Source: an optimization exercise on an open RTL-to-GDS flow (aim: small area). Production flows keep margins and buffers that such runs may drop.
RTL that was checked went through simulation tests only; none was proved equivalent to the original.
For runs 2, 3 and 6, only the layout was checked, not whether the RTL still works.
No run shown here takes its clock network from TritonCTS; it comes from the design's own scripts or RTL.
The clock port is modelled as an ideal driver, which makes a skipped or thinned clock tree look cheaper than it is; a real chip needs a root buffer or a tree.
Power figures rest on the tool's default switching activity, not on a simulated workload.

$ cat flow/flow/area.abc
strash
dc2
dch -f
amap
strash
dc2
dch -f
amap
topo
$ cat flow/flow/run.sh
#!/bin/bash
# Layout flow: the standard layout (standard.sh) with three changes:
#  1. after the standard synthesis, the combinational logic is mapped again
#     for area (flow/area.abc); the flip-flops are kept exactly as the
#     standard synthesis made them (same instances, names and cells);
#  2. the port buffers are buf_1 cells, and one tie cell drives all the
#     constant outputs;
#  3. the clock tree is built by flow/manual_cts.tcl: four clkbuf_16 driven
#     by the clock port, each driving the flip-flops of a quarter of the die.
# Each tool's output goes to a log file of its own in this folder.
set -euo pipefail
export BUFFER_PORTS_ARGS="-buffer_cell sky130_fd_sc_hd__buf_1"
export SKIP_REPAIR_TIE_FANOUT=1
export PRE_CTS_TCL="$PWD/flow/manual_cts.tcl"
export MCTS_ROOT=sky130_fd_sc_hd__clkbuf_2
export MCTS_LEAVES=6
export MCTS_LEAF=sky130_fd_sc_hd__clkbuf_8
R="orfs/results/${FLOW_PLATFORM}/top/base"
LIB="${FLOW_HOME}/platforms/${FLOW_PLATFORM}/lib/sky130_fd_sc_hd__tt_025C_1v80.lib"
YOSYS="$(command -v yosys || echo "${FLOW_HOME}/../tools/install/yosys/bin/yosys")"

bash standard.sh synth > standard_synth.log 2>&1

cp "$R/1_2_yosys.v" "$R/1_2_yosys_standard.v"
DU="-dont_use sky130_fd_sc_hd__probe_p_8 -dont_use sky130_fd_sc_hd__probec_p_8 -dont_use sky130_fd_sc_hd__lpflow_*"
"$YOSYS" -p "read_liberty -ignore_miss_func $LIB; blackbox sky130_fd_sc_hd__df*; \
  read_verilog $R/1_2_yosys_standard.v; hierarchy -top $FLOW_TOP; flatten; opt_clean; \
  abc -liberty $LIB $DU -script flow/area.abc; opt_clean -purge; splitnets; opt_clean -purge; \
  hilomap -singleton -hicell sky130_fd_sc_hd__conb_1 HI -locell sky130_fd_sc_hd__conb_1 LO; \
  insbuf -buf sky130_fd_sc_hd__buf_4 A X; \
  read_liberty -lib -overwrite -ignore_miss_func $LIB; hierarchy -top $FLOW_TOP; \
  check -assert -mapped; tee -o resynth_stat.txt stat -liberty $LIB; \
  write_verilog -noattr -nohex -nodec $R/1_2_yosys.v" > resynth.log 2>&1

bash standard.sh finish > standard_finish.log 2>&1
$ cat flow/standard.sh
#!/bin/bash
# synth_recipe.tcl (not shown) runs the flow's synth.tcl, then flattens the netlist and writes it again
# the make line also repeats each setting of config.mk as NAME=value (left out here)
make -C /OpenROAD-flow-scripts/flow DESIGN_CONFIG=/design/flow/config.mk WORK_HOME=/design/flow/orfs CLKGATE_MAP_FILE= SYNTH_SCRIPT=/design/flow/synth_recipe.tcl "${@:-finish}"
$ cat flow/flow/manual_cts.tcl
# Replaces clock_tree_synthesis: the clock port drives one root clock buffer
# (MCTS_ROOT, or none) which drives MCTS_LEAVES leaf clock buffers (MCTS_LEAF), each driving the flip-flops nearest to it
# (or, with NB = 0, the root drives every flip-flop).
proc clock_tree_synthesis {args} {
  set block [ord::get_db_block]
  set db [ord::get_db]
  set clk [$block findNet ck]
  set rootm ""
  if {$::env(MCTS_ROOT) ne "none"} { set rootm [$db findMaster $::env(MCTS_ROOT)] }
  set sinks [$clk getITerms]
  set xs 0; set ys 0; set n 0
  foreach it $sinks {
    set loc [[$it getInst] getLocation]
    set xs [expr {$xs + [lindex $loc 0]}]; set ys [expr {$ys + [lindex $loc 1]}]; incr n
  }
  set cx [expr {int($xs / $n)}]; set cy [expr {int($ys / $n)}]
  if {$rootm eq "NULL" || $rootm eq ""} {
    set rnet $clk
  } else {
    set root [odb::dbInst_create $block $rootm clkbuf_root]
    set rnet [odb::dbNet_create $block clknet_root]
    $rnet setSigType CLOCK
    [$root findITerm A] connect $clk
    [$root findITerm X] connect $rnet
    $root setLocation $cx $cy
    $root setPlacementStatus PLACED
  }
  set nb $::env(MCTS_LEAVES)
  if {$nb == 0} {
    foreach it $sinks { $it disconnect; $it connect $rnet }
    return
  }
  # split sinks into a grid of nb groups: columns by x, then rows by y
  set lst {}
  foreach it $sinks { set loc [[$it getInst] getLocation]; lappend lst [list [lindex $loc 0] [lindex $loc 1] $it] }
  set lst [lsort -integer -index 0 $lst]
  set ncol [expr {int(ceil(sqrt($nb)))}]
  set nrow [expr {int(ceil(double($nb) / $ncol))}]
  set groups {}
  set percol [expr {int(ceil(double([llength $lst]) / $ncol))}]
  for {set c 0} {$c < $ncol} {incr c} {
    set col [lsort -integer -index 1 [lrange $lst [expr {$c*$percol}] [expr {($c+1)*$percol - 1}]]]
    set per [expr {int(ceil(double([llength $col]) / $nrow))}]
    for {set r 0} {$r < $nrow} {incr r} {
      lappend groups [lrange $col [expr {$r*$per}] [expr {($r+1)*$per - 1}]]
    }
  }
  set nb [llength $groups]
  set leafm [$db findMaster $::env(MCTS_LEAF)]
  for {set g 0} {$g < $nb} {incr g} {
    set grp [lindex $groups $g]
    if {[llength $grp] == 0} continue
    set xs 0; set ys 0
    foreach e $grp { set xs [expr {$xs + [lindex $e 0]}]; set ys [expr {$ys + [lindex $e 1]}] }
    set lx [expr {int($xs / [llength $grp])}]; set ly [expr {int($ys / [llength $grp])}]
    set b [odb::dbInst_create $block $leafm clkbuf_leaf_$g]
    set nn [odb::dbNet_create $block clknet_leaf_$g]
    $nn setSigType CLOCK
    [$b findITerm A] connect $rnet
    [$b findITerm X] connect $nn
    $b setLocation $lx $ly
    $b setPlacementStatus PLACED
    foreach e $grp { set it [lindex $e 2]; $it disconnect; $it connect $nn }
  }
}
$ cat flow/constraint.sdc
create_clock -name core_clock -period 10.0 [get_ports {ck}]
set_input_delay 2.0000 -clock core_clock [delete_from_list [all_inputs] [get_ports {ck}]]
set_output_delay 2.0000 -clock core_clock [all_outputs]
set_load 0.01 [all_outputs]
$ cat flow/config.mk
export PLATFORM = sky130hd
export DESIGN_NAME = top
export DESIGN_NICKNAME = top
export VERILOG_FILES = /design/flow/design.v
export SDC_FILE = /design/flow/constraint.sdc
export NUM_CORES = 4
export LEC_CHECK = 0
export CAP_MARGIN = 20
export CORE_MARGIN = 2
export CORE_UTILIZATION = 40
export SLEW_MARGIN = 20
$ cat flow/design.v
`timescale 1ns/1ps
module deb #(parameter ASYNC = 0) (
    input ck, reset,
    input button,
    output reg d,
    output p0, p1,          
    output p01,             
    output n0               
);
    localparam [3:0] P = 4'b1010;
    reg [3:0] s;
    wire [3:0] c = s ^ P;
    wire hold = (c == 4'd0);
    wire go = hold & (button ^ d);
    wire g = (~c[3] & ~c[2] & (c[1] | c[0])) | (c[3] & c[2] & ~c[1]);
    wire [3:0] nc = {c[2:0], g | go};
    always @(posedge ck)
        s <= reset ? P : (nc ^ P);
    if (ASYNC) begin : g_async
        always @(posedge ck, posedge reset)
            if (reset) d <= 1'b0;
            else d <= d ^ go;
    end else begin : g_sync
        always @(posedge ck)
            d <= ~reset & (d ^ go);
    end
    wire first = c[0] & ~c[1] & ~c[2] & ~c[3];    
    assign p0 = d & first;
    assign n0 = ~d & first;
    assign p1 = d & c[0] & c[1] & ~c[2];
    assign p01 = d & c[0] & ~c[2] & ~c[3];           
endmodule
module lfsr #(parameter W = 4, parameter K = 0, parameter XN = 0,
              parameter [W-1:0] E = 0, parameter [W-1:0] X = 0) (
    input ck,
    input load,
    output hit
);
    localparam [W-1:0] P = {(W+1)/2{2'b10}};
    reg [W-1:0] s;
    wire [W-1:0] q = s ^ P;
    assign hit = (q == E);
    wire fb = q[W-1] ^ q[K] ^ XN[0] ^ hit;
    always @(posedge ck)
        s <= load ? (X ^ P) : ({q[W-2:0], fb} ^ P);
endmodule
module top(
    input ck, reset,
    input mode, hh, mm, switch,
    output alarm, mode0, mode1,
    output CA, CB, CC, CD, CE, CF, CG, DP,
    output [7:0] AN
    );
    wire mode_d, mode_p0, mode_p1;
    wire hh_d, hh_p0, hh_p1;
    wire mm_d, mm_p0, mm_p1, mm_p01, mm_n0;
    wire sw_d, sw_p0, sw_p1;
    deb #(0) u0(.ck(ck), .reset(reset), .button(mode), .d(mode_d), .p0(mode_p0), .p1(mode_p1));
    deb #(0) u1(.ck(ck), .reset(reset), .button(hh), .d(hh_d), .p0(hh_p0), .p1(hh_p1));
    deb #(0) u2(.ck(ck), .reset(reset), .button(mm), .d(mm_d), .p0(mm_p0), .p1(mm_p1), .p01(mm_p01), .n0(mm_n0));
    deb #(1) u3(.ck(ck), .reset(reset), .button(switch), .d(sw_d), .p0(sw_p0), .p1(sw_p1));
    reg ca;
    always @(posedge ck, posedge reset)
        if (reset) ca <= 1'b1;
        else ca <= ca ^ mode_p0;
    wire sec, min, refresh, hit;
    lfsr #(13, 8, 1, 13'h1d7, 13'h3af) t_hs(ck, reset, sec);
    lfsr #(20, 0, 0, 20'ha74f5, 20'h4e9eb) t_mn(ck, reset, min);
    lfsr #(4, 2, 1, 4'hc, 4'h8) t_rf(ck, reset, refresh);
    lfsr #(13, 8, 1, 13'h1d7, 13'h3af) t_mt(ck, mm_p1, hit);
    localparam IDLE = 2'b00, WAIT = 2'b01, AUTO = 2'b10, INC = 2'b11;
    reg [1:0] s;
    reg [1:0] s_next;
    always @(*)
        case (s)
            IDLE: s_next = mm_p0 ? WAIT : IDLE;
            WAIT: s_next = !mm_d ? IDLE : (hit && !mm_p1) ? AUTO : WAIT;
            AUTO: s_next = mm_p01 ? IDLE : (hit && !mm_n0) ? INC : AUTO;
            default: s_next = AUTO;
        endcase
    always @(posedge ck)
        s <= reset ? IDLE : s_next;
    wire autom = s[1];
    wire inc = (s == INC) | ((s == WAIT) & mm_p1);
    wire up_clock60 = (inc & ca) | (min & ~autom);
    wire up_alarm60 = inc & ~ca;
    wire ca_prev = ca ^ mode_p1;
    wire up_alarm24 = hh_p1 & ~ca_prev;
    reg [3:0] h0, h2, a0, a2;
    reg [2:0] h1, a1;
    reg [1:0] h3, a3;
    wire c0 = up_clock60 & h0[3] & h0[0];
    wire carry = c0 & h1[2] & h1[0];
    wire up_clock24 = carry | (hh_p1 & ca_prev);
    wire ac0 = up_alarm60 & a0[3] & a0[0];
    wire hw = h3[1] & h2[1] & h2[0];            
    wire aw = a3[1] & a2[1] & a2[0];
    always @(posedge ck, posedge reset)
        if (reset) h0 <= 0;
        else h0 <= h0 ^ ({4{up_clock60}} & {h0[0] & (h0[1] & h0[2] | h0[3]), h0[0] & h0[1], h0[0] & ~h0[3], 1'b1});
    always @(posedge ck)
        if (reset) begin
            h1 <= 0; h2 <= 0; h3 <= 0;
            a0 <= 0; a1 <= 0; a2 <= 0; a3 <= 0;
        end else begin
            h1 <= h1 ^ ({3{c0}} & {h1[0] & (h1[1] | h1[2]), h1[0] & ~h1[2], 1'b1});
            h2 <= h2 ^ ({4{up_clock24}} & {h2[0] & (h2[1] & h2[2] | h2[3]), h2[0] & h2[1] & ~h3[1], h2[0] & ~h2[3], 1'b1});
            h3 <= h3 ^ ({2{up_clock24}} & {h2[3] & h2[0] & h3[0] | hw, h2[3] & h2[0]});
            a0 <= a0 ^ ({4{up_alarm60}} & {a0[0] & (a0[1] & a0[2] | a0[3]), a0[0] & a0[1], a0[0] & ~a0[3], 1'b1});
            a1 <= a1 ^ ({3{ac0}} & {a1[0] & (a1[1] | a1[2]), a1[0] & ~a1[2], 1'b1});
            a2 <= a2 ^ ({4{up_alarm24}} & {a2[0] & (a2[1] & a2[2] | a2[3]), a2[0] & a2[1] & ~a3[1], a2[0] & ~a2[3], 1'b1});
            a3 <= a3 ^ ({2{up_alarm24}} & {a2[3] & a2[0] & a3[0] | aw, a2[3] & a2[0]});
        end
    reg [1:0] sel;
    always @(posedge ck, posedge reset)
        if (reset) sel <= 0;
        else sel <= sel ^ {refresh & sel[0], refresh};
    reg [3:0] hd, ad;
    always @(*)
        case (sel)
            2'd0: begin hd = h0; ad = a0; end
            2'd1: begin hd = {1'b0, h1}; ad = {1'b0, a1}; end
            2'd2: begin hd = h2; ad = a2; end
            default: begin hd = {2'b0, h3}; ad = {2'b0, a3}; end
        endcase
    wire [3:0] dig = ca ? hd : ad;
    reg [6:0] c;
    always @(*)
        case (dig)
            4'h0: c = 7'b0000001;
            4'h1: c = 7'b1001111;
            4'h2: c = 7'b0010010;
            4'h3: c = 7'b0000110;
            4'h4: c = 7'b1001100;
            4'h5: c = 7'b0100100;
            4'h6: c = 7'b0100000;
            4'h7: c = 7'b0001111;
            4'h8: c = 7'b0000000;
            4'h9: c = 7'b0000100;
            4'hA: c = 7'b0010000;
            4'hB: c = 7'b0000110;
            4'hC: c = 7'b0000100;
            4'hD: c = 7'b0100100;
            4'hE: c = 7'b0100000;
            default: c = 7'b0001111;
        endcase
    assign {CA, CB, CC, CD, CE, CF, CG} = c;
    assign AN = {4'b1111, ~(4'b0001 << sel)};
    reg sec_tog;
    always @(posedge ck)
        sec_tog <= ~reset & (sec_tog ^ sec);
    assign DP = ~((sel == 2'd2) & (~ca | sec_tog));
    assign alarm = sw_d & ({h3, h2, h1, h0} == {a3, a2, a1, a0});
    assign mode0 = ca;
    assign mode1 = ~ca;
endmodule
==> results of run 1 <==
placed cells by master (no fill, tap or decap), drive strengths merged, types with 2 or more instances in the layout:
master and instances:
a211oi 10, a21o 2, a21oi 25, a221oi 2
a31o 2, a31oi 6, buf 21, clkbuf 8
clkinv 53, dfrtp 7, dfxtp 94, nand2 42
nand3 9, nand4 5, nand4b 4, nor2 100
nor2b 3, nor3 21, nor4 7, o21a 3
o21ai 14, o221ai 4, o22ai 18, o32ai 3
or2 2
worst max-delay path, cell delays in order (launching register included):
cell and delay (ns):
dfstp_2 0.63, clkinv_1 0.30, a21o_1 0.25, o32ai_1 0.43, clkinv_1 0.26, nor4_1 0.48, a21o_1 0.13, buf_1 0.14
cell type report:
| type | instances | area [µm²] | area share [%] |
|---|---|---|---|
| Sequential cell | 102 | 2083 | 51.26 |
| Multi-Input combinational cell | 293 | 1464 | 36.02 |
| Inverter | 53 | 198.9 | 4.895 |
| Tap cell | 111 | 138.9 | 3.417 |
| Timing Repair Buffer | 22 | 91.34 | 2.248 |
| Buffer | 7 | 87.58 | 2.155 |
worst paths after layout:
kind	from	depth (start not counted)	endpoint	slack (ns)
worst min register to register	t_mn.s[17]$_SDFF_PP1_	1	t_mn.s[18]$_SDFF_PP1_	0.39
worst max register to register	u2.d$_DFF_P_	14	h3[1]$_SDFF_PP0_	6.46
min in group asynchronous	reset	4	sel[1]$_DFF_PP0_	2.14
max in group asynchronous	reset	4	ca$_DFF_PP1_	7.59
worst max-delay path	ca$_DFF_PP1_	7	CD	4.86
worst min-delay path	t_mn.s[17]$_SDFF_PP1_	1	t_mn.s[18]$_SDFF_PP1_	0.39
stage by stage:
step           cell area [µm²]  setup slack [ns]
5_1_grt                   4064             4.624
3_5_place_dp              3976             5.421
4_1_cts                   4064             5.427
3_3_place_gp              3976             5.612
2_1_floorplan             3776             5.662
6_report                  4064             4.859
where the power goes:
part	switching (W)	internal (W)
sequential	0.0000339	0.000459
combinational	0.000125	0.0000660
clock	0.000114	0.0000558
total	0.000274	0.000580
per-layer routing:
layer | wire [µm] | GRT usage [%] | vias up
met5 | 0 | 0 | -
met4 | 123 | 2.495 | 0
met3 | 377 | 2.139 | 11
met2 | 3510 | 26.08 | 51
met1 | 3864 | 22.25 | 1403
li1 | - | - | 1605
==> flow_summary.ini, run 1 <==
[run_status]
outcome = no timing/DRC/antenna violations

[clock_network]
ctsHoldBuffers = 0
cts_setup_buffers = 0
cts.repair.resized = 0
clock_latency_ns = 0.51
clk_pin_slew_ns = 0.11

[synthesis]
synth.net_count = 458
synth_cells = 452
syn_avg_cell_area_um2 = 8.354
syn-cell-area_um2 = 3776
yosysWarnings = 6

[floorplanning]
die_w_um = 101.2
dieArea_um2 = 10230
die_h_um = 101.2
design.core.area_um2 = 9196
ioPinCount = 25
num_rows = 35
start_util_pct = 41.06

[route]
num_vias = 3070
initialDrtViolationCount = 122
avgViaCountPerCell = 5.221
drtPass1Iterations = 4
drc_errors = 0
wl_per_cell_um = 13.39
ant_nets = 0
routed_wl_um = 7875

[placed_design]
post-place-cells = 581
gp_congestion = 0.9067
hpwl_um = 5717
io_buffer_count = 20

[cells_and_area]
top_register = t_mn.s
syn_to_final_growth_pct = 7.621
fin_nets = 485
drive_gt1_share_pct = 2.306
largest_reg_flops = 20
antenna_cells = 0
top_regs = t_mn.s x20, t_hs.s x13, t_mt.s x13
final_cells = 588
nFillCells = 923
final_util_pct = 44.19

[setup_path]
endpoint_kind = output pin
path_class = register to output pin
path_max_fanout = 11
required_ns = 8.00
startpoint_type = register
arrival_ns = 3.14

[global_routing]
grt.total_usage_pct = 15.68
grt_max_degree = 57
grt_pass1_wl_um = 13460
grt.overflow.total = 0
antenna_found_initial = 0
grt_pass1_vias = 2909

[sta]
relSlewSlack_pct = 59.03
hold_ws_ns = 0.3921
clock_skew_ns = 0.01570
finalMaxSlewViolations = 0
setup_viol = 0
rsz0062_at_grt = no
post-route-period-util_pct = 51.41
fin_crit_ns = 5.141
worstMarginPinSlew_ns = 0.6122
hold_violations = 0
fmax_mhz = 194.5
final.setup.tns_ns = 0

[min_path]
hold_path.class = register to register

[power_and_ir_drop]
leakage_nw = 1.479
power_density_nw_per_um2 = 210.2
total_power_w = 0.0008541
ir_drop_uv = 99.44

[job]
cap_violations = 0
==> inputs of run 2 (changes only) <==
--- a/flow/design.v
+++ b/flow/design.v
@@ -69,3 +69,3 @@
     lfsr #(4, 2, 1, 4'hc, 4'h8) t_rf(ck, reset, refresh);
-    lfsr #(13, 8, 1, 13'h1d7, 13'h3af) t_mt(ck, mm_p1, hit);
+    lfsr #(13, 8, 1, 13'h1d7, 13'h3af) t_mt(ck, mm_p01, hit);
     localparam IDLE = 2'b00, WAIT = 2'b01, AUTO = 2'b10, INC = 2'b11;
@@ -76,3 +76,3 @@
             IDLE: s_next = mm_p0 ? WAIT : IDLE;
-            WAIT: s_next = !mm_d ? IDLE : (hit && !mm_p1) ? AUTO : WAIT;
+            WAIT: s_next = !mm_d ? IDLE : hit ? AUTO : WAIT;
             AUTO: s_next = mm_p01 ? IDLE : (hit && !mm_n0) ? INC : AUTO;
@@ -88,5 +88,17 @@
     wire up_alarm24 = hh_p1 & ~ca_prev;
-    reg [3:0] h0, h2, a0, a2;
-    reg [2:0] h1, a1;
-    reg [1:0] h3, a3;
+    reg [3:0] h0;
+    reg [2:0] h1_n;
+    wire [2:0] h1 = ~h1_n;
+    reg [3:0] h2_n;
+    wire [3:0] h2 = ~h2_n;
+    reg [1:0] h3_n;
+    wire [1:0] h3 = ~h3_n;
+    reg [3:0] a0_n;
+    wire [3:0] a0 = ~a0_n;
+    reg [2:0] a1_n;
+    wire [2:0] a1 = ~a1_n;
+    reg [3:0] a2_n;
+    wire [3:0] a2 = ~a2_n;
+    reg [1:0] a3_n;
+    wire [1:0] a3 = ~a3_n;
     wire c0 = up_clock60 & h0[3] & h0[0];
@@ -102,12 +114,12 @@
         if (reset) begin
-            h1 <= 0; h2 <= 0; h3 <= 0;
-            a0 <= 0; a1 <= 0; a2 <= 0; a3 <= 0;
+            h1_n <= {3{1'b1}}; h2_n <= {4{1'b1}}; h3_n <= {2{1'b1}};
+            a0_n <= {4{1'b1}}; a1_n <= {3{1'b1}}; a2_n <= {4{1'b1}}; a3_n <= {2{1'b1}};
         end else begin
-            h1 <= h1 ^ ({3{c0}} & {h1[0] & (h1[1] | h1[2]), h1[0] & ~h1[2], 1'b1});
-            h2 <= h2 ^ ({4{up_clock24}} & {h2[0] & (h2[1] & h2[2] | h2[3]), h2[0] & h2[1] & ~h3[1], h2[0] & ~h2[3], 1'b1});
-            h3 <= h3 ^ ({2{up_clock24}} & {h2[3] & h2[0] & h3[0] | hw, h2[3] & h2[0]});
-            a0 <= a0 ^ ({4{up_alarm60}} & {a0[0] & (a0[1] & a0[2] | a0[3]), a0[0] & a0[1], a0[0] & ~a0[3], 1'b1});
-            a1 <= a1 ^ ({3{ac0}} & {a1[0] & (a1[1] | a1[2]), a1[0] & ~a1[2], 1'b1});
-            a2 <= a2 ^ ({4{up_alarm24}} & {a2[0] & (a2[1] & a2[2] | a2[3]), a2[0] & a2[1] & ~a3[1], a2[0] & ~a2[3], 1'b1});
-            a3 <= a3 ^ ({2{up_alarm24}} & {a2[3] & a2[0] & a3[0] | aw, a2[3] & a2[0]});
+            h1_n <= ~(h1 ^ ({3{c0}} & {h1[0] & (h1[1] | h1[2]), h1[0] & ~h1[2], 1'b1}));
+            h2_n <= ~(h2 ^ ({4{up_clock24}} & {h2[0] & (h2[1] & h2[2] | h2[3]), h2[0] & h2[1] & ~h3[1], h2[0] & ~h2[3], 1'b1}));
+            h3_n <= ~(h3 ^ ({2{up_clock24}} & {h2[3] & h2[0] & h3[0] | hw, h2[3] & h2[0]}));
+            a0_n <= ~(a0 ^ ({4{up_alarm60}} & {a0[0] & (a0[1] & a0[2] | a0[3]), a0[0] & a0[1], a0[0] & ~a0[3], 1'b1}));
+            a1_n <= ~(a1 ^ ({3{ac0}} & {a1[0] & (a1[1] | a1[2]), a1[0] & ~a1[2], 1'b1}));
+            a2_n <= ~(a2 ^ ({4{up_alarm24}} & {a2[0] & (a2[1] & a2[2] | a2[3]), a2[0] & a2[1] & ~a3[1], a2[0] & ~a2[3], 1'b1}));
+            a3_n <= ~(a3 ^ ({2{up_alarm24}} & {a2[3] & a2[0] & a3[0] | aw, a2[3] & a2[0]}));
         end
==> run 2 against run 1 <==
  * Still clean on timing, DRC and antenna
  * Die area increased by 0.42%
  * Total power increased by 3.9%
  * Flip-flop and latch count unchanged
  * Sequential power about the same
  * Worst hold slack got worse by 0.0060 ns
  * Clock power about the same
  * Global-route usage increased by 0.19 points
  * Clock skew about the same
  * Cell area increased by 1.1%
  * Critical path depth increased by 2
  * Area after synthesis increased by 0.43%
  * Highest routed layer unchanged
==> flow_summary.ini, run 2 <==
[run_status]
outcome = no timing/DRC/antenna violations

[cells_and_area]
syn_to_final_growth_pct = 8.380
nFillCells = 928
top_register = t_mn.s
top_regs = t_mn.s x20, t_hs.s x13, t_mt.s x13
most-common-layout-cells = nor2_1 (95), dfxtp_1 (94), clkinv_1 (56)
fin_nets = 488
drive_gt1_share_pct = 2.500
largest_reg_flops = 20
final_common_cell = nor2_1
antenna_cells = 0

[route]
avgViaCountPerCell = 5.209
routed_wl_um = 7928
drc_errors = 0
wl_per_cell_um = 13.02
initialDrtViolationCount = 147
drtPass1Iterations = 5
ant_nets = 0
num_vias = 3172

[floorplanning]
die_w_um = 101.4
ioPinCount = 25
die_h_um = 101.4
dieArea_um2 = 10280
num_rows = 35
start_util_pct = 41.04
design.core.area_um2 = 9240

[clock_network]
clk_pin_slew_ns = 0.11
cts.repair.resized = 0
clock_latency_ns = 0.51
ctsHoldBuffers = 0
cts_setup_buffers = 0

[synthesis]
synth_cells = 454
syn_avg_cell_area_um2 = 8.353
synth.net_count = 460
yosysWarnings = 6
syn-cell-area_um2 = 3792

[min_path]
holdPathEnd = t_mt.s[8]$_SDFF_PP1_
hold_path.class = register to register
hold_path_startpoint = t_mt.s[7]$_SDFF_PP0_
worstHoldPathCells = 1

[global_routing]
grt.total_usage_pct = 15.86
top_usage_layer = met2
grt.overflow.total = 0
gr-usage-met3_pct = 1.863
grtUsageMet1_pct = 23.19
grt_pass1_wl_um = 13770
antenna_found_initial = 0
grt_max_degree = 53
use_met2_pct = 25.52
grt_pass1_vias = 2938

[setup_path]
arrival_ns = 2.94
path_max_fanout = 6
r2r_cells = 11
startpoint_type = register
required_ns = 8.00
endpoint_kind = output pin
timing.rr.end = h3_n[1]$_SDFF_PP1_
ff2ff_setup_slack_ns = 7.11
r2r_start = t_mn.s[13]$_SDFF_PP0_
path_class = register to output pin

[power_and_ir_drop]
comb_power_share_pct = 24.9
power_density_nw_per_um2 = 215.9
p_clk_share_pct = 19.5
leakage_nw = 1.547
intPower_w = 0.0005928
power.switching_w = 0.0002947
seqPwrFrac_pct = 55.6
netSwitchingFraction_pct = 33.20
ir_drop_uv = 157.9

[sta]
finalMaxSlewViolations = 0
clock_skew_ns = 0.01595
fin_crit_ns = 4.941
hold_ws_ns = 0.3861
relSlewSlack_pct = 45.55
post-route-period-util_pct = 49.41
hold_violations = 0
setup_viol = 0
rsz0062_at_grt = no
final.setup.tns_ns = 0
worstMarginPinSlew_ns = 0.8063
fmax_mhz = 202.4

[placed_design]
gp_congestion = 0.9256
hpwl_um = 5816
io_buffer_count = 20

[job]
cap_violations = 0
## run 2: worst max-delay path by stage
stage | start | end | cells after the start
final | sel[1]$_DFF_PP0_ | CG | 9
after global routing | sel[1]$_DFF_PP0_ | CG | 9
after CTS | sel[1]$_DFF_PP0_ | CG | 9
after detailed placement | sel[1]$_DFF_PP0_ | CG | 9
after global placement | sel[1]$_DFF_PP0_ | CG | 9
after floorplan | sel[1]$_DFF_PP0_ | CG | 8
## run 2: critical path: stages (launching register included)
cell,delay [ns]
dfrtp_1,0.43
clkinv_1,0.16
nand2_1,0.22
o22ai_1,0.11
o41ai_1,0.73
clkinv_1,0.21
nor2_1,0.20
nor2_1,0.09
a21oi_1,0.12
buf_1,0.16
## run 2: routing by layer
metal	wire length [µm]	share of wire [%]	up-vias
li1	-	-	1599
met1	3839	48	1480
met2	3484	44	83
met3	488	6.2	10
met4	116	1.5	0
met5	0	0	-
## run 2: cell type report
class / instances / area [µm²] / share of cell area (%)
Buffer: 7 / 87.58 / 2.131
Inverter: 56 / 210.2 / 5.114
Multi-Input combinational cell: 292 / 1469 / 35.74
Sequential cell: 102 / 2083 / 50.69
Tap cell: 129 / 161.4 / 3.927
Timing Repair Buffer: 23 / 98.84 / 2.405
## run 2: power groups by stage
stage | clock (W) | combinational (W) | sequential (W)
after floorplan | 0 | 0.000157 | 0.000494
after global placement | 0 | 0.000212 | 0.000502
after detailed placement | 0 | 0.000220 | 0.000502
after CTS | 0.000128 | 0.000221 | 0.000503
after global routing | 0.000197 | 0.000254 | 0.000501
final | 0.000173 | 0.000221 | 0.000494
## run 2: through the flow
step	util, %	cells	cell area [µm²]	setup WS [ns]	power (W)
after floorplan	-	454	3792	5.987	0.0006512
after global placement	43.53	602	4023	5.821	0.0007137
after detailed placement	43.53	602	4023	5.679	0.0007224
after CTS	44.48	609	4110	5.655	0.0008521
after global routing	44.48	609	4110	4.718	0.0009510
final	44.48	609	4110	5.059	0.0008875
==> inputs of run 3 (changes only) <==
--- a/flow/design.v
+++ b/flow/design.v
@@ -69,3 +69,3 @@
     lfsr #(4, 2, 1, 4'hc, 4'h8) t_rf(ck, reset, refresh);
-    lfsr #(13, 8, 1, 13'h1d7, 13'h3af) t_mt(ck, mm_p01, hit);
+    lfsr #(13, 8, 1, 13'h1d7, 13'h3af) t_mt(ck, mm_p1, hit);
     localparam IDLE = 2'b00, WAIT = 2'b01, AUTO = 2'b10, INC = 2'b11;
@@ -76,3 +76,3 @@
             IDLE: s_next = mm_p0 ? WAIT : IDLE;
-            WAIT: s_next = !mm_d ? IDLE : hit ? AUTO : WAIT;
+            WAIT: s_next = !mm_d ? IDLE : (hit && !mm_p1) ? AUTO : WAIT;
             AUTO: s_next = mm_p01 ? IDLE : (hit && !mm_n0) ? INC : AUTO;
==> flow/flow/run.sh (replaced) <==
#!/bin/bash
# Layout flow: the standard layout (standard.sh) with these changes:
#  1. after the standard synthesis, the combinational logic is mapped again
#     for area with each ABC script flow/abc_*.abc, and the smallest result
#     is laid out; the flip-flops are kept exactly as the standard synthesis
#     made them (same instances, names and cells);
#  2. the port buffers are buf_1 cells, and one tie cell drives all the
#     constant outputs;
#  3. the clock tree is built by flow/manual_cts.tcl in place of TritonCTS:
#     a clkbuf_2 at the clock port drives six clkbuf_8, each driving the
#     flip-flops of one sixth of the die (no dummy loads).
# Each tool's output goes to a log file of its own in this folder.
set -euo pipefail
export BUFFER_PORTS_ARGS="-buffer_cell sky130_fd_sc_hd__buf_1"
export SKIP_REPAIR_TIE_FANOUT=1
export PRE_CTS_TCL="$PWD/flow/manual_cts.tcl"
export MCTS_ROOT=sky130_fd_sc_hd__clkbuf_2
export MCTS_LEAVES=6
export MCTS_LEAF=sky130_fd_sc_hd__clkbuf_8
R="orfs/results/${FLOW_PLATFORM}/top/base"
LIB="${FLOW_HOME}/platforms/${FLOW_PLATFORM}/lib/sky130_fd_sc_hd__tt_025C_1v80.lib"
YOSYS="$(command -v yosys || echo "${FLOW_HOME}/../tools/install/yosys/bin/yosys")"

bash standard.sh synth > standard_synth.log 2>&1

cp "$R/1_2_yosys.v" "$R/1_2_yosys_standard.v"
DU="-dont_use sky130_fd_sc_hd__probe_p_8 -dont_use sky130_fd_sc_hd__probec_p_8 -dont_use sky130_fd_sc_hd__lpflow_*"
best=""
best_area=""
for script in flow/abc_*.abc; do
  name="$(basename "$script" .abc)"
  out="$R/1_2_yosys_$name.v"
  if "$YOSYS" -p "read_liberty -ignore_miss_func $LIB; blackbox sky130_fd_sc_hd__df*; \
      read_verilog $R/1_2_yosys_standard.v; hierarchy -top $FLOW_TOP; flatten; opt_clean; \
      abc -liberty $LIB $DU -script $script; opt_clean -purge; splitnets; opt_clean -purge; \
      hilomap -singleton -hicell sky130_fd_sc_hd__conb_1 HI -locell sky130_fd_sc_hd__conb_1 LO; \
      insbuf -buf sky130_fd_sc_hd__buf_4 A X; \
      read_liberty -lib -overwrite -ignore_miss_func $LIB; hierarchy -top $FLOW_TOP; \
      check -assert -mapped; tee -o resynth_$name.stat stat -liberty $LIB; \
      write_verilog -noattr -nohex -nodec $out" > resynth_$name.log 2>&1; then
    area="$(awk '/Chip area for module/ {print $NF}' resynth_$name.stat | tail -1)"
    if [[ -n "$area" ]] && { [[ -z "$best_area" ]] || awk -v a="$area" -v b="$best_area" 'BEGIN {exit !(a < b)}'; }; then
      best="$out"; best_area="$area"
    fi
  fi
done
echo "chosen: $best ($best_area um2)" > resynth_choice.txt
if [[ -n "$best" ]]; then
  cp "$best" "$R/1_2_yosys.v"
fi

bash standard.sh finish > standard_finish.log 2>&1
==> flow/flow/abc_amap.abc (new file) <==
strash
dc2
dch -f
amap
strash
dc2
dch -f
amap
topo
==> flow/flow/abc_amap_mfs.abc (new file) <==
strash
dc2
dch -f
amap
mfs3 -a
topo
==> flow/flow/abc_nf.abc (new file) <==
strash
&get -n
&st
&syn2
&dch -f
&nf -a -R 1000
&put
topo
==> flow/flow/abc_nf_mfs.abc (new file) <==
strash
&get -n
&st
&syn2
&dch -f
&nf -a -R 1000
&put
mfs3 -a
topo
--- a/flow/config.mk
+++ b/flow/config.mk
@@ -7,5 +7,5 @@
 export LEC_CHECK = 0
-export CAP_MARGIN = 20
+export CAP_MARGIN = 0
 export CORE_MARGIN = 2
 export CORE_UTILIZATION = 40
-export SLEW_MARGIN = 20
+export SLEW_MARGIN = 0
removed: flow/flow/area.abc
==> run 3 against run 2 <==
  * Core utilization fell by 0.17 points
  * Fmax is 4.8% lower
  * Clock skew rose by 0.0054 ns
  * Final cell count down 4.9%
  * Register-to-register slack lost 0.56 ns
  * Clock power about the same
  * Flip-flop and latch count did not move
  * Critical path type unchanged
==> flow_summary.ini, run 3 <==
[global_routing]
antenna_found_initial = 0
grt.overflow.total = 0
grt_pass1_wl_um = 13340
grt_pass1_vias = 2809
grt.total_usage_pct = 15.57
grt_max_degree = 50

[setup_path]
path_delay_family = compound AO/OA/AOI/OAI gates
startpoint_type = register
endpoint_kind = output pin
path_class = register to output pin
path_cells = clkinv_1, nand2_1, nor2_1, o41ai_1, clkinv_1, o22ai_1, o211ai_1, nand2b_1, buf_1
crit_path_max_incr_delay_ns = 0.86
critPathSlowestCell = o41ai_1
path_max_fanout = 7
ff2ff_setup_slack_ns = 6.55
path_buf_inv = 3
required_ns = 8.00
crit_path_frequent_cell = clkinv_1
arrival_ns = 3.19

[synthesis]
synth_cells = 443
syn-cell-area_um2 = 3781
synth.net_count = 449
syn_avg_cell_area_um2 = 8.535
yosysWarnings = 6

[clock_network]
cts_setup_buffers = 0
clock_latency_ns = 0.53
clk_pin_slew_ns = 0.10
ctsHoldBuffers = 0
cts.repair.resized = 0

[job]
cap_violations = 0

[route]
drc_errors = 0
routed_wl_um = 7846
initialDrtViolationCount = 128
ant_nets = 0
drtPass1Iterations = 5
wl_per_cell_um = 13.55
num_vias = 3034
avgViaCountPerCell = 5.240

[floorplanning]
start_util_pct = 41.12
num_rows = 35
die_w_um = 101.2
design.core.area_um2 = 9196
die_h_um = 101.2
dieArea_um2 = 10250
ioPinCount = 25

[placed_design]
hpwl_um = 5699
gp_congestion = 0.8546
io_buffer_count = 20
preCtsSetupSlack_ns = 5.374

[sta]
hold_violations = 0
clock_skew_ns = 0.02138
post-route-period-util_pct = 51.91
rsz0062_at_grt = no
relSlewSlack_pct = 27.56
setup_viol = 0
final.setup.tns_ns = 0
setup_ws_ns = 4.809
fmax_mhz = 192.6
fin_crit_ns = 5.191
worstMarginPinSlew_ns = 1.078
finalMaxSlewViolations = 0
hold_ws_ns = 0.3872

[min_path]
hold_path.class = register to register

[run_status]
outcome = no timing/DRC/antenna violations

[cells_and_area]
final_common_cell = dfxtp_1
multi_input_area_um2 = 1479
register_area_um2 = 2083
antenna_cells = 0
top_regs = t_mn.s x20, t_hs.s x13, t_mt.s x13
fin_nets = 476
most-common-layout-cells = dfxtp_1 (94), nor2_1 (90), clkinv_1 (52)
largest_reg_flops = 20
syn_to_final_growth_pct = 7.776
drive_gt1_share_pct = 2.564
final_util_pct = 44.31
top_register = t_mn.s
nFillCells = 901

[power_and_ir_drop]
ir_drop_uv = 104.4
leakage_nw = 1.532
power_density_nw_per_um2 = 218.8
-- run 3: power breakdown --
part	switching [W]	internal, W
registers	0.0000325	0.000458
clock network	0.000117	0.0000558
logic	0.000145	0.0000830
-- run 3: layout make-up --
class	instances	area share, %
Sequential cell	102	51.12
Multi-Input combinational cell	285	36.29
Inverter	52	4.790
Tap cell	111	3.408
Timing Repair Buffer	22	2.241
Buffer	7	2.149
-- run 3: routing by layer --
layer | track usage [%] | up-vias | wire (µm)
li1 | - | 1578 | -
met1 | 22.38 | 1386 | 3806
met2 | 25.57 | 55 | 3547
met3 | 2.001 | 15 | 335
met4 | 2.599 | 0 | 156
met5 | 0 | - | 0
-- run 3: path summary, 6_finish.rpt --
kind | start | end | cells after the start
setup reg to reg | u2.s[0]$_SDFF_PP0_ | h2_n[2]$_SDFF_PP1_ | 11
setup / recovery | sel[1]$_DFF_PP0_ | CD | 9
hold / removal | t_mn.s[16]$_SDFF_PP0_ | t_mn.s[17]$_SDFF_PP1_ | 1
min in group asynchronous | reset | async pin | 4
max in group asynchronous | reset | ca$_DFF_PP1_ | 4
hold reg to reg | t_mn.s[16]$_SDFF_PP0_ | t_mn.s[17]$_SDFF_PP1_ | 1
-- run 3: metrics by stage --
stage                     power (W)  area [µm²]  cells
after global routing      0.0009538        4075    579
after global placement    0.0007243        3988    572
final                     0.0008918        4075    579
after CTS                 0.0008582        4075    579
after detailed placement  0.0007293        3988    572
after floorplan           0.0006568        3781    443
-- run 3: worst reg2reg max path: stages (launching register included) --
cell and delay, ns:
dfxtp_1 0.37, clkinv_1 0.14, nor4_2 0.96, o21ai_0 0.29, o22ai_1 0.30, nand2_1 0.13
nor2_1 0.24, nand2_1 0.17, o22ai_1 0.18, nand2_1 0.20, nor3_1 0.25, o211ai_1 0.10
==> inputs of run 4 (changes only) <==
--- a/flow/design.v
+++ b/flow/design.v
@@ -88,17 +88,5 @@
     wire up_alarm24 = hh_p1 & ~ca_prev;
-    reg [3:0] h0;
-    reg [2:0] h1_n;
-    wire [2:0] h1 = ~h1_n;
-    reg [3:0] h2_n;
-    wire [3:0] h2 = ~h2_n;
-    reg [1:0] h3_n;
-    wire [1:0] h3 = ~h3_n;
-    reg [3:0] a0_n;
-    wire [3:0] a0 = ~a0_n;
-    reg [2:0] a1_n;
-    wire [2:0] a1 = ~a1_n;
-    reg [3:0] a2_n;
-    wire [3:0] a2 = ~a2_n;
-    reg [1:0] a3_n;
-    wire [1:0] a3 = ~a3_n;
+    reg [3:0] h0, h2, a0, a2;
+    reg [2:0] h1, a1;
+    reg [1:0] h3, a3;
     wire c0 = up_clock60 & h0[3] & h0[0];
@@ -114,12 +102,12 @@
         if (reset) begin
-            h1_n <= {3{1'b1}}; h2_n <= {4{1'b1}}; h3_n <= {2{1'b1}};
-            a0_n <= {4{1'b1}}; a1_n <= {3{1'b1}}; a2_n <= {4{1'b1}}; a3_n <= {2{1'b1}};
+            h1 <= 0; h2 <= 0; h3 <= 0;
+            a0 <= 0; a1 <= 0; a2 <= 0; a3 <= 0;
         end else begin
-            h1_n <= ~(h1 ^ ({3{c0}} & {h1[0] & (h1[1] | h1[2]), h1[0] & ~h1[2], 1'b1}));
-            h2_n <= ~(h2 ^ ({4{up_clock24}} & {h2[0] & (h2[1] & h2[2] | h2[3]), h2[0] & h2[1] & ~h3[1], h2[0] & ~h2[3], 1'b1}));
-            h3_n <= ~(h3 ^ ({2{up_clock24}} & {h2[3] & h2[0] & h3[0] | hw, h2[3] & h2[0]}));
-            a0_n <= ~(a0 ^ ({4{up_alarm60}} & {a0[0] & (a0[1] & a0[2] | a0[3]), a0[0] & a0[1], a0[0] & ~a0[3], 1'b1}));
-            a1_n <= ~(a1 ^ ({3{ac0}} & {a1[0] & (a1[1] | a1[2]), a1[0] & ~a1[2], 1'b1}));
-            a2_n <= ~(a2 ^ ({4{up_alarm24}} & {a2[0] & (a2[1] & a2[2] | a2[3]), a2[0] & a2[1] & ~a3[1], a2[0] & ~a2[3], 1'b1}));
-            a3_n <= ~(a3 ^ ({2{up_alarm24}} & {a2[3] & a2[0] & a3[0] | aw, a2[3] & a2[0]}));
+            h1 <= h1 ^ ({3{c0}} & {h1[0] & (h1[1] | h1[2]), h1[0] & ~h1[2], 1'b1});
+            h2 <= h2 ^ ({4{up_clock24}} & {h2[0] & (h2[1] & h2[2] | h2[3]), h2[0] & h2[1] & ~h3[1], h2[0] & ~h2[3], 1'b1});
+            h3 <= h3 ^ ({2{up_clock24}} & {h2[3] & h2[0] & h3[0] | hw, h2[3] & h2[0]});
+            a0 <= a0 ^ ({4{up_alarm60}} & {a0[0] & (a0[1] & a0[2] | a0[3]), a0[0] & a0[1], a0[0] & ~a0[3], 1'b1});
+            a1 <= a1 ^ ({3{ac0}} & {a1[0] & (a1[1] | a1[2]), a1[0] & ~a1[2], 1'b1});
+            a2 <= a2 ^ ({4{up_alarm24}} & {a2[0] & (a2[1] & a2[2] | a2[3]), a2[0] & a2[1] & ~a3[1], a2[0] & ~a2[3], 1'b1});
+            a3 <= a3 ^ ({2{up_alarm24}} & {a2[3] & a2[0] & a3[0] | aw, a2[3] & a2[0]});
         end
--- a/flow/config.mk
+++ b/flow/config.mk
@@ -7,5 +7,5 @@
 export LEC_CHECK = 0
-export CAP_MARGIN = 0
+export CAP_MARGIN = 20
 export CORE_MARGIN = 2
 export CORE_UTILIZATION = 40
-export SLEW_MARGIN = 0
+export SLEW_MARGIN = 20
==> run 4 against run 3 <==
  * Core utilization decreased by 0.26 points
  * Die area is 0.57% lower
  * Synthesized cell count is 6.5% lower
  * Critical endpoint unchanged
==> flow_summary.ini, run 4 <==
[sta]
worstMarginPinSlew_ns = 0.6992
setup_viol = 0
relSlewSlack_pct = 53.13
fmax_mhz = 226.7
post-route-period-util_pct = 44.12
finalMaxSlewViolations = 0
setup_ws_ns = 5.588
fin_crit_ns = 4.412
hold_violations = 0
clock_skew_ns = 0.01619
rsz0062_at_grt = no
final.setup.tns_ns = 0
hold_ws_ns = 0.3923

[floorplanning]
die_h_um = 100.9
start_util_pct = 40.87
design.core.area_um2 = 9196
dieArea_um2 = 10190
ioPinCount = 25
die_w_um = 100.9
num_rows = 35

[clock_network]
ctsHoldBuffers = 0
clk_pin_slew_ns = 0.10
cts.repair.resized = 0
clock_latency_ns = 0.52
cts_setup_buffers = 0

[global_routing]
antenna_found_initial = 0
grt.total_usage_pct = 14.87
grt_max_degree = 56
grt.overflow.total = 0
grt_pass1_wl_um = 12830
grt_pass1_vias = 2734

[power_and_ir_drop]
ir_drop_uv = 110.1
power_density_nw_per_um2 = 224.6
leakage_nw = 1.542

[synthesis]
syn-cell-area_um2 = 3759
yosysWarnings = 6
syn_avg_cell_area_um2 = 9.079
synth.net_count = 420
synth_cells = 414

[route]
routed_wl_um = 7300
initialDrtViolationCount = 126
drtPass1Iterations = 4
ant_nets = 0
wl_per_cell_um = 13.27
num_vias = 2833
drc_errors = 0
avgViaCountPerCell = 5.151

[cells_and_area]
antenna_cells = 0
final_area_um2 = 4051
fin_nets = 447
largest_reg_flops = 20
top_regs = t_mn.s x20, t_hs.s x13, t_mt.s x13
final_common_cell = dfxtp_1
syn_to_final_growth_pct = 7.790
nFillCells = 929
final_cells = 550
most-common-layout-cells = dfxtp_1 (94), nor2_1 (75), nand2_1 (51)
top_register = t_mn.s
drive_gt1_share_pct = 2.961

[placed_design]
io_buffer_count = 20
post-place-cells = 543
hpwl_um = 5135
preCtsSetupSlack_ns = 6.149
gp_congestion = 0.9523
place_area_um2 = 3964

[setup_path]
path_max_fanout = 11
startpoint_type = register
endpoint_kind = output pin
arrival_ns = 2.41
path_class = register to output pin
required_ns = 8.00

[min_path]
hold_path.class = register to register

[job]
cap_violations = 0

[run_status]
outcome = no timing/DRC/antenna violations
[run 4: critical path, stage by stage, from the launching register on]
cell and delay [ns]:
dfstp_2 0.67, clkinv_1 0.24, o21ai_0 0.13, nor3_1 0.07, nor2_1 0.26, nand2_1 0.11
o2111ai_1 0.15, o21ai_0 0.12, buf_1 0.14
[run 4: final cells by class]
cell class                      count  area [µm²]  share of cell area [%]
Sequential cell                   102        2083                   51.42
Multi-Input combinational cell    300        1620                   39.99
Tap cell                          111       138.9                   3.428
Timing Repair Buffer               22       91.34                   2.254
Buffer                              7       87.58                   2.162
Inverter                            8       30.03                  0.7412
[run 4: path summary, 6_finish.rpt]
path                                  startpoint  depth (start not counted)                    end  slack, ns
setup / recovery                    ca$_DFF_PP1_                          8                     CD       5.59
hold / removal             t_mt.s[10]$_SDFF_PP0_                          1  t_mt.s[11]$_SDFF_PP1_       0.39
setup reg to reg                    u2.d$_DFF_P_                          8       h2[2]$_SDFF_PP0_       7.34
hold reg to reg            t_mt.s[10]$_SDFF_PP0_                          1  t_mt.s[11]$_SDFF_PP1_       0.39
max in group asynchronous                  reset                          4           ca$_DFF_PP1_       7.62
min in group asynchronous                  reset                          4        h0[2]$_DFF_PP0_       2.10
[run 4: per-stage QoR]
stage	utilization, %	power [W]
final	44.05	0.0009098
after global routing	44.05	0.0009759
after CTS	44.05	0.0008758
after detailed placement	43.10	0.0007466
after global placement	43.05	0.0007418
after floorplan	-	0.0006709
[run 4: layer usage]
layer	up-vias	global-route usage [%]	wire length, µm	part of all wire [%]
li1	1484	-	-	-
met1	1286	20.49	3588	49
met2	50	25.44	3216	44
met3	13	1.803	354	4.8
met4	0	2.599	141	1.9
met5	-	0	0	0
[run 4: where the power goes]
part	leakage [nW]	switching, W	internal [W]
registers	0.878	0.0000417	0.000460
logic	0.616	0.000147	0.0000888
clock network	0.0473	0.000116	0.0000558
==> inputs of run 5 (changes only) <==
--- a/flow/config.mk
+++ b/flow/config.mk
@@ -7,5 +7,5 @@
 export LEC_CHECK = 0
-export CAP_MARGIN = 20
+export CAP_MARGIN = 0
 export CORE_MARGIN = 2
 export CORE_UTILIZATION = 40
-export SLEW_MARGIN = 20
+export SLEW_MARGIN = 0
==> run 5 against run 4 <==
  * Still clean
  * Critical path depth rose by 1
  * Final cell count did not move
  * Setup slack got worse by 0.034 ns
  * Critical endpoint unchanged
  * Largest cell class unchanged
==> flow_summary.ini, run 5 <==
[sta]
finalMaxSlewViolations = 0
relSlewSlack_pct = 18.04
rsz0062_at_grt = no
fmax_mhz = 225.0
setup_ws_ns = 5.555
worstMarginPinSlew_ns = 1.220
clock_skew_ns = 0.01509
fin_crit_ns = 4.445
setup_viol = 0
hold_violations = 0
post-route-period-util_pct = 44.45
final.setup.tns_ns = 0

[setup_path]
required_ns = 8.00
arrival_ns = 2.45
startpoint_type = register
endpoint_kind = output pin
path_class = register to output pin
path_max_fanout = 7

[synthesis]
synth.net_count = 420
synth_cells = 414
yosysWarnings = 6
syn-cell-area_um2 = 3759
syn_avg_cell_area_um2 = 9.079

[cells_and_area]
final_cells = 550
syn_to_final_growth_pct = 7.656
fin_nets = 447
final_common_cell = dfxtp_1
drive_gt1_share_pct = 2.733
nFillCells = 901
final_area_um2 = 4046
top_register = t_mn.s
largest_reg_flops = 20
top_regs = t_mn.s x20, t_hs.s x13, t_mt.s x13
most-common-layout-cells = dfxtp_1 (94), nor2_1 (75), nand2_1 (51)
antenna_cells = 0

[min_path]
hold_path.class = register to register

[placed_design]
place_area_um2 = 3959
io_buffer_count = 20
post-place-cells = 543
hpwl_um = 5135
preCtsSetupSlack_ns = 6.134
gp_congestion = 0.9523

[route]
num_vias = 2832
drtPass1Iterations = 4
initialDrtViolationCount = 134
routed_wl_um = 7276
wl_per_cell_um = 13.23
ant_nets = 0
avgViaCountPerCell = 5.149
drc_errors = 0

[floorplanning]
die_h_um = 100.9
die_w_um = 100.9
dieArea_um2 = 10190
start_util_pct = 40.87
ioPinCount = 25
num_rows = 35
design.core.area_um2 = 9196

[clock_network]
ctsHoldBuffers = 0
cts_setup_buffers = 0
clock_latency_ns = 0.53
cts.repair.resized = 0
clk_pin_slew_ns = 0.11

[global_routing]
grt.overflow.total = 0
grt_max_degree = 56
grt_pass1_wl_um = 12790
grt_pass1_vias = 2709
grt.total_usage_pct = 14.91
antenna_found_initial = 0

[job]
cap_violations = 0

[power_and_ir_drop]
ir_drop_uv = 110.2
total_power_w = 0.0009093
leakage_nw = 1.541
power_density_nw_per_um2 = 224.7

[run_status]
outcome = no timing/DRC/antenna violations
==> run 5: path summary, 6_finish.rpt <==
kind | from | end | slack (ns) | cells after the start
hold / removal | t_mt.s[1]$_SDFF_PP0_ | t_mt.s[2]$_SDFF_PP1_ | 0.40 | 1
max in group asynchronous | reset | ca$_DFF_PP1_ | 7.62 | 4
hold reg to reg | t_mt.s[1]$_SDFF_PP0_ | t_mt.s[2]$_SDFF_PP1_ | 0.40 | 1
setup reg to reg | u2.d$_DFF_P_ | h2[2]$_SDFF_PP0_ | 6.88 | 8
setup / recovery | sel[0]$_DFF_PP0_ | CD | 5.55 | 9
min in group asynchronous | reset | sel[0]$_DFF_PP0_ | 2.10 | 4
==> run 5: layout make-up <==
| cell class | count | area (µm²) | share of cell area [%] |
|---|---|---|---|
| Buffer | 7 | 87.58 | 2.165 |
| Inverter | 8 | 30.03 | 0.7421 |
| Multi-Input combinational cell | 300 | 1615 | 39.92 |
| Sequential cell | 102 | 2083 | 51.48 |
| Tap cell | 111 | 138.9 | 3.432 |
| Timing Repair Buffer | 22 | 91.34 | 2.257 |
==> run 5: critical path, stage by stage (launching register included) <==
cell and delay [ns]:
dfrtp_1 0.42, clkinv_1 0.20, nand2_1 0.25, o21ai_0 0.11, o22ai_1 0.18, nand2_1 0.18, nand2_1 0.13, o2111ai_1 0.15
o21ai_0 0.12, buf_1 0.16
==> run 5: power breakdown <==
part           total [W]  internal, W  leakage [nW]  switching, W
Sequential      0.000502     0.000460         0.878     0.0000414
Combinational   0.000237    0.0000888         0.615      0.000148
Clock           0.000171    0.0000558        0.0473      0.000115
==> run 5: metal layers <==
metal / global-route usage [%] / vias to the layer above / share of wire, %
met1: 20.70 / 1287 / 49
met5: 0 / - / 0
met2: 25.64 / 56 / 45
met3: 1.526 / 12 / 4.7
li1: - / 1477 / -
met4: 2.391 / 0 / 1.8
==> run 5: stage by stage <==
step / hold WS, ns / util (%)
after global placement: 0.3696 / 43.05
after CTS: 0.3720 / 44.00
final: 0.3953 / 44.00
after detailed placement: 0.3713 / 43.05
after global routing: 0.4123 / 44.00
after floorplan: 0.3529 / -
==> inputs of run 6 (changes only) <==
--- a/flow/design.v
+++ b/flow/design.v
@@ -70,3 +70,3 @@
     lfsr #(13, 8, 1, 13'h1d7, 13'h3af) t_mt(ck, mm_p1, hit);
-    localparam IDLE = 2'b00, WAIT = 2'b01, AUTO = 2'b10, INC = 2'b11;
+    localparam IDLE = 2'b00, WAIT = 2'b01, AUTO = 2'b11, INC = 2'b10;
     reg [1:0] s;
==> run 6 against run 5 <==
  * Clock skew fell by 0.0023 ns
  * Via count rose by 2.9%
  * Register-to-register slack got worse by 0.28 ns
  * Critical path depth fell by 1
  * Area after synthesis rose by 0.53%
  * Fmax rose by 0.20%
==> flow_summary.ini, run 6 <==
[clock_network]
clk_pin_slew_ns = 0.10
ctsHoldBuffers = 0
cts.repair.resized = 0
cts_setup_buffers = 0
clock_latency_ns = 0.51

[floorplanning]
die_h_um = 101.2
ioPinCount = 25
die_w_um = 101.2
dieArea_um2 = 10240
start_util_pct = 41.09
design.core.area_um2 = 9196
num_rows = 35

[synthesis]
yosysWarnings = 6
syn_avg_cell_area_um2 = 8.997
synth_cells = 420
synth.net_count = 426
syn-cell-area_um2 = 3779

[route]
num_vias = 2913
avgViaCountPerCell = 5.239
drtPass1Iterations = 4
routed_wl_um = 7532
ant_nets = 0
wl_per_cell_um = 13.55
initialDrtViolationCount = 114
drc_errors = 0

[power_and_ir_drop]
leakage_nw = 1.497
power_density_nw_per_um2 = 223.7
ir_drop_uv = 153.3

[run_status]
outcome = no timing/DRC/antenna violations

[cells_and_area]
drive_gt1_share_pct = 2.697
final_common_cell = dfxtp_1
largest_reg_flops = 20
antenna_cells = 0
most-common-layout-cells = dfxtp_1 (94), nor2_1 (79), nand2_1 (49)
top_register = t_mn.s
top_regs = t_mn.s x20, t_hs.s x13, t_mt.s x13
nFillCells = 916
fin_nets = 453
syn_to_final_growth_pct = 7.616

[setup_path]
path_class = register to output pin
critPathSlowestCell = dfrtp_1
arrival_ns = 2.44
crit_path_frequent_cell = nor2_1
path_cells = or2_0, o221ai_1, nor2_1, nor2_1, nor2_1, a21oi_1, nor2_1, buf_1
crit_path_max_incr_delay_ns = 0.50
path_max_fanout = 9
required_ns = 8.00
startpoint_type = register
endpoint_kind = output pin

[sta]
fin_crit_ns = 4.437
setup_ws_ns = 5.563
relSlewSlack_pct = 24.05
worstMarginPinSlew_ns = 1.131
rsz0062_at_grt = no
final.setup.tns_ns = 0
fmax_mhz = 225.4
setup_viol = 0
finalMaxSlewViolations = 0
hold_violations = 0
post-route-period-util_pct = 44.37
clock_skew_ns = 0.01279

[global_routing]
grt.total_usage_pct = 14.90
grt_max_degree = 56
antenna_found_initial = 0
grt_pass1_wl_um = 12850
grt_pass1_vias = 2720
grt.overflow.total = 0

[job]
cap_violations = 0

[placed_design]
gp_congestion = 0.9267
preCtsSetupSlack_ns = 6.009
io_buffer_count = 20
hpwl_um = 5479

[min_path]
hold_path.class = register to register
## run 6: worst max-delay path: cells and delay by family (launching register included)
| family | cells | cell delay [ns] |
|---|---|---|
| AOI/OAI and AO/OA | 2 | 0.42 |
| buffers and inverters | 1 | 0.13 |
| DFF | 1 | 0.50 |
| and+or+nand+nor | 5 | 0.87 |
## run 6: area by class of cell
type / instances / area (µm²) / area share [%]
multi-input cells: 296 / 1598 / 39.29
flip-flops and latches: 102 / 2083 / 51.23
plain buffers: 7 / 87.58 / 2.154
inverters: 18 / 67.56 / 1.662
well taps: 111 / 138.9 / 3.415
repair buffers: 22 / 91.34 / 2.246
## run 6: path summary, 6_finish.rpt
| path | start | depth (start not counted) | to | slack, ns |
|---|---|---|---|---|
| worst max-delay path | sel[1]$_DFF_PP0_ | 8 | CF | 5.56 |
| worst max register to register | u2.d$_DFF_P_ | 10 | h2[2]$_SDFF_PP0_ | 6.60 |
| worst min register to register | t_mn.s[18]$_SDFF_PP1_ | 1 | t_mn.s[19]$_SDFF_PP1_ | 0.39 |
| worst min-delay path | t_mn.s[18]$_SDFF_PP1_ | 1 | t_mn.s[19]$_SDFF_PP1_ | 0.39 |
| min in group asynchronous | reset | 3 | h0[1]$_DFF_PP0_ | 1.81 |
| max in group asynchronous | reset | 4 | sel[1]$_DFF_PP0_ | 7.63 |
## run 6: per-stage QoR
stage	hold slack (ns)	total power (W)	std cells	utilization [%]	cell area, µm²
4_1_cts	0.3720	0.0008803	556	44.22	4066
3_5_place_dp	0.3720	0.0007509	549	43.27	3979
3_3_place_gp	0.3671	0.0007434	549	43.27	3979
5_1_grt	0.4076	0.0009718	556	44.22	4066
6_report	0.3859	0.0009098	556	44.22	4066
2_1_floorplan	0.3527	0.0006730	420	-	3779
## run 6: where the power goes
group | switching (W) | internal (W)
clock | 0.000114 | 0.0000558
combinational | 0.000144 | 0.0000918
sequential | 0.0000441 | 0.000460
## run 6: metal layers
layer	up-vias	global-route usage (%)	share of wire [%]
met4	0	2.911	1.7
met5	-	0	0
met3	12	1.449	3.0
met1	1357	21.06	49
met2	41	25.06	46
li1	1503	-	-
==> inputs of run 7 (changes only) <==
--- a/flow/design.v
+++ b/flow/design.v
@@ -70,3 +70,3 @@
     lfsr #(13, 8, 1, 13'h1d7, 13'h3af) t_mt(ck, mm_p1, hit);
-    localparam IDLE = 2'b00, WAIT = 2'b01, AUTO = 2'b11, INC = 2'b10;
+    localparam IDLE = 2'b00, WAIT = 2'b01, AUTO = 2'b10, INC = 2'b11;
     reg [1:0] s;
--- a/flow/flow/run.sh
+++ b/flow/flow/run.sh
@@ -17,3 +17,3 @@
 export MCTS_ROOT=sky130_fd_sc_hd__clkbuf_2
-export MCTS_LEAVES=6
+export MCTS_LEAVES=5
 export MCTS_LEAF=sky130_fd_sc_hd__clkbuf_8
--- a/flow/config.mk
+++ b/flow/config.mk
@@ -9,3 +9,3 @@
 export CORE_MARGIN = 2
-export CORE_UTILIZATION = 40
+export CORE_UTILIZATION = 70
 export SLEW_MARGIN = 0
==> run 7 against run 6 <==
  * Still clean
  * Clock power hardly changed
  * Wire length decreased by 7.2%
  * Combinational power increased by 2%
  * Setup slack worse by 0.12 ns
  * Fmax is 2.7% lower
  * Sequential share of layout area rose by 0.91 points
  * Flip-flop and latch count unchanged
  * Core utilization up 34 points
  * Sequential power barely moved
==> flow_summary.ini, run 7 <==
[cells_and_area]
nFillCells = 389
drive_gt1_share_pct = 2.733
largest_reg_flops = 20
syn_to_final_growth_pct = 6.292
final_util_pct = 77.73
multi_input_area_um2 = 1615
fin_nets = 447
register_area_um2 = 2083
antenna_cells = 0
top_register = t_mn.s
top_regs = t_mn.s x20, t_hs.s x13, t_mt.s x13
final_common_cell = dfxtp_1
most-common-layout-cells = dfxtp_1 (94), nor2_1 (75), nand2_1 (51)

[sta]
finalMaxSlewViolations = 0
rsz0062_at_grt = no
clock_skew_ns = 0.01654
final.setup.tns_ns = 0
setup_viol = 0
relSlewSlack_pct = 34.38
fmax_mhz = 219.3
fin_crit_ns = 4.559
post-route-period-util_pct = 45.59
hold_violations = 0
worstMarginPinSlew_ns = 0.9783

[placed_design]
gp_congestion = 0.8950
io_buffer_count = 20
hpwl_um = 4952

[setup_path]
crit_path_max_incr_delay_ns = 0.69
required_ns = 8.00
arrival_ns = 2.56
critPathSlowestCell = dfstp_2
crit_path_frequent_cell = o21ai_0
path_max_fanout = 11
path_cells = clkinv_1, o21ai_0, nor3_1, nor2_1, nand2_1, o2111ai_1, o21ai_0, buf_1
path_class = register to output pin
endpoint_kind = output pin
startpoint_type = register

[route]
initialDrtViolationCount = 184
drtPass1Iterations = 5
wl_per_cell_um = 13.73
num_vias = 2908
drc_errors = 0
ant_nets = 0
avgViaCountPerCell = 5.713
routed_wl_um = 6990

[floorplanning]
ioPinCount = 25
die_h_um = 77.28
start_util_pct = 73.13
num_rows = 26
design.core.area_um2 = 5140
dieArea_um2 = 5971
die_w_um = 77.28

[run_status]
outcome = no timing/DRC/antenna violations

[global_routing]
grt_pass1_wl_um = 12170
grt_max_degree = 56
grt_pass1_vias = 2763
grt.total_usage_pct = 24.02
grt.overflow.total = 0
antenna_found_initial = 0

[synthesis]
synth_cells = 414
yosysWarnings = 6
syn-cell-area_um2 = 3759
synth.net_count = 420
syn_avg_cell_area_um2 = 9.079

[clock_network]
cts.repair.resized = 0
clk_pin_slew_ns = 0.10
clock_latency_ns = 0.51
ctsHoldBuffers = 0
cts_setup_buffers = 0

[job]
cap_violations = 0

[min_path]
hold_path.class = register to register

[power_and_ir_drop]
power_density_nw_per_um2 = 228.8
leakage_nw = 1.542
ir_drop_uv = 171.8
## run 7: area by class of cell
cell class,count,area share (%)
Inverter,8,0.7516
Sequential cell,102,52.15
Multi-Input combinational cell,300,40.43
Timing Repair Buffer,22,2.286
Buffer,7,2.192
Tap cell,70,2.192
## run 7: report_power, final
group	total, W	internal, W	switching [W]	leakage [nW]
logic	0.000240	0.0000886	0.000151	0.616
clock network	0.000169	0.0000558	0.000113	0.0473
registers	0.000506	0.000460	0.0000453	0.878
total	0.000914	0.000605	0.000310	1.54
## run 7: per-layer routing
metal / global-route usage, % / part of all wire, % / routed length (µm) / vias to the layer above
met1: 33.10 / 47 / 3264 / 1366
li1: - / - / - / 1474
met4: 4.286 / 1.4 / 99 / 0
met3: 2.471 / 4.5 / 317 / 12
met2: 41.65 / 47 / 3309 / 56
met5: 0 / 0 / 0 / -
## run 7: worst paths after layout
path                                           start              endpoint  slack, ns  cells past startpoint
min in group asynchronous                      reset       h0[2]$_DFF_PP0_       1.96                      3
worst max-delay path                    ca$_DFF_PP1_                    CD       5.44                      8
worst min register to register  t_mn.s[8]$_SDFF_PP1_  t_mn.s[9]$_SDFF_PP1_       0.39                      1
max in group asynchronous                      reset      sel[1]$_DFF_PP0_       7.58                      3
worst max register to register    u2.s[1]$_SDFF_PP1_      h2[2]$_SDFF_PP0_       7.70                      8
worst min-delay path            t_mn.s[8]$_SDFF_PP1_  t_mn.s[9]$_SDFF_PP1_       0.39                      1
## run 7: worst max-delay path, delay by kind of cell, from the launching register on
family | cells | cell delay, ns
buffers and inverters | 2 | 0.40
flip-flops | 1 | 0.69
AND/OR/NAND/NOR | 3 | 0.52
AO/OA/AOI/OAI | 3 | 0.44
## run 7: per-stage QoR
stage	total power [W]	worst slack (ns)	cells	area, µm²	hold slack (ns)
finish	0.0009141	5.441	509	3995	0.3925
global route	0.0009668	5.189	509	3995	0.4122
CTS	0.0008803	5.852	509	3995	0.3728
detailed placement	0.0007505	5.871	502	3908	0.3658
global placement	0.0007408	5.898	502	3908	0.3709
floorplan	0.0006709	6.340	414	3759	0.3529

-- re-timing with driven ports --
In the flow no input, the clock included, has a driving cell. The finished layouts below were timed again as built, in two steps.
Step 1: set_driving_cell puts a clkbuf_16 on ck and a buf_2 on each other input, an assumption about the parent block.
Step 2 moves the port delays by t, midway between the first and last clock arrival at a register: inputs arrive t later, outputs are due t later. That takes back most of the time a late clock gives input paths.
a / b / c = no drivers / after step 1 / after step 2; a / b = the first two.
| run | t, ns | setup slack, ns | worst slew at a driven data input, ns |
|---|---|---|---|
| run 1 | 0.529 | 4.859 / 4.833 / 5.362 | 0.03 |
| run 2 | 0.530 | 5.059 / 5.034 / 5.564 | 0.03 |
| run 3 | 0.546 | 4.809 / 4.782 / 5.328 | 0.03 |
| run 4 | 0.539 | 5.588 / 5.563 / 6.102 | 0.03 |
| run 5 | 0.547 | 5.555 / 5.529 / 6.076 | 0.03 |
| run 6 | 0.532 | 5.563 / 5.538 / 6.039 | 0.04 |
| run 7 | 0.530 | 5.441 / 5.415 / 5.886 | 0.03 |
After both steps setup and hold are still met in every run listed.
